From an optimization exercise on the open Yosys and OpenROAD flow, aimed at small area; shortcuts taken in it are not production practice. Where RTL was checked, it was by simulation tests only, not by an equivalence proof against the original.

onyx:
==> module top_parking_system_4slot, before the edit <==
module top_parking_system_4slot(
    input  wire        clk,
    input  wire        rst,
    input  wire        entry_pulse,
    input  wire        exit_pulse_for_system,
    input  wire        payment_received,
    input  wire [1:0]  exit_car_select,
    output wire        entry_gate,
    output wire        exit_gate,
    output wire        full_led,
    output wire        fee_ready,
    output wire [3:0]  occupancy,
    output wire [2:0]  free_count,
    output wire [15:0] e0,
    output wire [15:0] e1,
    output wire [15:0] e2,
    output wire [15:0] e3,
    output wire [31:0] fee
);
reg        st_f, st_x, st_y;
reg [3:0]  occ;
reg        slot_available;
reg [1:0]  exit_slot;
reg        bill;
reg [3:0]  run;
reg [15:0] t0, t1, t2, t3;
reg [15:0] fee_t;             
wire idle     = ~st_f & ~st_x & ~st_y;
wire alloc    = ~st_f & ~st_x &  st_y;
wire free     =  st_f & st_y & payment_received;
wire go_alloc = entry_pulse & slot_available;
wire go_exit  = ~go_alloc & exit_pulse_for_system & (|occ);
assign entry_gate = st_x & ~st_y;
assign exit_gate  = st_x &  st_y;
assign fee_ready  = st_f;
assign full_led   = ~slot_available;
assign occupancy  = occ;
assign free_count = 3'd4 - ({2'd0, occ[0]} + {2'd0, occ[1]} + {2'd0, occ[2]} + {2'd0, occ[3]});
wire [3:0] lo_empty = {occ[0] & occ[1] & occ[2] & ~occ[3],
                       occ[0] & occ[1] & ~occ[2],
                       occ[0] & ~occ[1],
                       ~occ[0]};
wire sel_occ = occ[exit_car_select];
wire [1:0] free_idx = sel_occ  ? exit_car_select :
                      occ[0]   ? 2'd0 :
                      occ[1]   ? 2'd1 :
                      occ[2]   ? 2'd2 : 2'd3;
wire [3:0] free_oh = 4'b0001 << free_idx;
always @(posedge clk or posedge rst) begin
    if (rst) begin
        st_f <= 1'b0; st_x <= 1'b0; st_y <= 1'b0;
        occ <= 4'b0;
        slot_available <= 1'b1;
        exit_slot <= 2'd0;
        bill <= 1'b0;
        run <= 4'b0;
    end else begin
        st_f <= (idle & go_exit) | (st_f & ~(st_y & payment_received));
        st_x <= alloc | free;
        st_y <= (idle & go_alloc) | st_f;
        occ <= (occ & ~(free ? free_oh : 4'b0)) | (alloc ? lo_empty : 4'b0);
        if (free) exit_slot <= free_idx;
        slot_available <= ~(&occ);
        bill <= payment_received;
        run <= occ;
    end
end
wire [3:0] clr = occ & ~run;
wire [16:0] c0, c1, c2, c3;
assign c0[0] = run[0];
assign c1[0] = run[1];
assign c2[0] = run[2];
assign c3[0] = run[3];
genvar k;
generate for (k = 0; k < 16; k = k + 1) begin : tb
    assign c0[k+1] = c0[k] & t0[k];
    assign c1[k+1] = c1[k] & t1[k];
    assign c2[k+1] = c2[k] & t2[k];
    assign c3[k+1] = c3[k] & t3[k];
    always @(posedge clk or posedge rst) begin
        if (rst) begin
            t0[k] <= 1'b0; t1[k] <= 1'b0; t2[k] <= 1'b0; t3[k] <= 1'b0;
        end else begin
            t0[k] <= ~clr[0] & (t0[k] ^ c0[k]);
            t1[k] <= ~clr[1] & (t1[k] ^ c1[k]);
            t2[k] <= ~clr[2] & (t2[k] ^ c2[k]);
            t3[k] <= ~clr[3] & (t3[k] ^ c3[k]);
        end
    end
end endgenerate
wire [3:0] ld = {4{bill}} & (4'b0001 << exit_slot);
always @(posedge clk or posedge rst) begin
    if (rst) fee_t <= 16'd0;
    else fee_t <= ({16{ld[0]}} & t0) | ({16{ld[1]}} & t1) |
                  ({16{ld[2]}} & t2) | ({16{ld[3]}} & t3) |
                  ({16{~bill}} & fee_t);
end
assign e0 = t0;
assign e1 = t1;
assign e2 = t2;
assign e3 = t3;
assign fee = {12'd0, fee_t, 3'd0} + {14'd0, fee_t, 1'b0};
endmodule
export LEC_CHECK = 0
export CAP_MARGIN = 20
export CORE_MARGIN = 2
export CORE_UTILIZATION = 40
export PLACE_DENSITY = 0.6
export SLEW_MARGIN = 20
create_clock -name core_clock -period 4.0 [get_ports {clk}]
run.sh (not shown) runs the stock make flow with config.mk's settings and CLKGATE_MAP_FILE= SYNTH_SCRIPT=/design/flow/synth_recipe.tcl, a recipe that flattens the netlist after the stock synthesis.
--- input diff onyx..nickel ---
==> flow/design.v <==
module top_parking_system_4slot(
    input  wire        clk,
    input  wire        rst,
    input  wire        entry_pulse,
    input  wire        exit_pulse_for_system,
    input  wire        payment_received,
    input  wire [1:0]  exit_car_select,
    output wire        entry_gate,
    output wire        exit_gate,
    output wire        full_led,
    output wire        fee_ready,
    output wire [3:0]  occupancy,
    output wire [2:0]  free_count,
    output wire [15:0] e0,
    output wire [15:0] e1,
    output wire [15:0] e2,
    output wire [15:0] e3,
    output wire [31:0] fee
);
reg        st_f, st_x, st_y;
reg [3:0]  occ;
reg        slot_available;
reg [1:0]  exit_slot;
reg        bill;
reg [3:0]  run;
reg [15:0] t0, t1, t2, t3;
reg [15:0] fee_t;             
wire idle     = ~st_f & ~st_x & ~st_y;
wire alloc    = ~st_f & ~st_x &  st_y;
wire free     =  st_f & st_y & payment_received;
wire go_alloc = entry_pulse & slot_available;
wire go_exit  = ~go_alloc & exit_pulse_for_system & (|occ);
assign entry_gate = st_x & ~st_y;
assign exit_gate  = st_x &  st_y;
assign fee_ready  = st_f;
assign full_led   = ~slot_available;
assign occupancy  = occ;
assign free_count = 3'd4 - ({2'd0, occ[0]} + {2'd0, occ[1]} + {2'd0, occ[2]} + {2'd0, occ[3]});
wire [3:0] lo_empty = {occ[0] & occ[1] & occ[2] & ~occ[3],
                       occ[0] & occ[1] & ~occ[2],
                       occ[0] & ~occ[1],
                       ~occ[0]};
wire sel_occ = occ[exit_car_select];
wire [1:0] free_idx = sel_occ  ? exit_car_select :
                      occ[0]   ? 2'd0 :
                      occ[1]   ? 2'd1 :
                      occ[2]   ? 2'd2 : 2'd3;
wire [3:0] free_oh = 4'b0001 << free_idx;
always @(posedge clk or posedge rst) begin
    if (rst) begin
        st_f <= 1'b0; st_x <= 1'b0; st_y <= 1'b0;
        occ <= 4'b0;
        slot_available <= 1'b1;
        exit_slot <= 2'd0;
        bill <= 1'b0;
        run <= 4'b0;
    end else begin
        st_f <= (idle & go_exit) | (st_f & ~(st_y & payment_received));
        st_x <= alloc | free;
        st_y <= (idle & go_alloc) | st_f;
        occ <= (occ & ~(free ? free_oh : 4'b0)) | (alloc ? lo_empty : 4'b0);
        if (free) exit_slot <= free_idx;
        slot_available <= ~(&occ);
        bill <= payment_received;
        run <= occ;
    end
end
always @(posedge clk or posedge rst) begin
    if (rst) begin
        t0 <= 16'd0; t1 <= 16'd0; t2 <= 16'd0; t3 <= 16'd0;
    end else begin
        if (occ[0] & ~run[0]) t0 <= 16'd0; else if (run[0]) t0 <= t0 + 16'd1;
        if (occ[1] & ~run[1]) t1 <= 16'd0; else if (run[1]) t1 <= t1 + 16'd1;
        if (occ[2] & ~run[2]) t2 <= 16'd0; else if (run[2]) t2 <= t2 + 16'd1;
        if (occ[3] & ~run[3]) t3 <= 16'd0; else if (run[3]) t3 <= t3 + 16'd1;
    end
end
reg [15:0] t_sel;
always @(*) begin
    case (exit_slot)
        2'd0: t_sel = t0;
        2'd1: t_sel = t1;
        2'd2: t_sel = t2;
        default: t_sel = t3;
    endcase
end
always @(posedge clk or posedge rst) begin
    if (rst) fee_t <= 16'd0;
    else if (bill) fee_t <= t_sel;
end
assign e0 = t0;
assign e1 = t1;
assign e2 = t2;
assign e3 = t3;
assign fee = {12'd0, fee_t, 3'd0} + {14'd0, fee_t, 1'b0};
endmodule
Findings:
The ratio of final minimum period to clock period reported for nickel is smaller than that of onyx by 1.1 points.
nickel ends up with lower area overhead of the layout relative to synthesis than onyx does.
Re number of port buffers: no difference whatsoever between nickel and onyx.
Compared to onyx, nickel shows a wider setup margin.
Comparing nickel and onyx, the higher routed wire length was measured on nickel.
No functional check of the RTL was part of onyx.

==> port drivers added, routing unchanged <==
How much do the figures lean on ideal ports? The routed layouts below were timed once more, with nothing changed but the port constraints.
Step 1 sets driving cells, clkbuf_16 on the clock port and buf_2 on the other inputs (assumed; they add their load-dependent delay and slew).
Step 2 times the ports against the registers' clock, not the clock port: input delays grow and output delays shrink by t, the midpoint of the rising clock arrivals with the driver on.
Slacks: no drivers / after step 1 / after step 2; pairs: no drivers / after step 1.
run	t, ns	setup slack, ns	hold WS [ns]	pins driven straight from the clock port
onyx	0.380	0.249 / 0.205 / 0.401	0.542 / 0.542 / 0.542	1
nickel	0.375	0.291 / 0.253 / 0.628	0.529 / 0.529 / 0.529	1
After both steps every run listed still meets setup and hold.
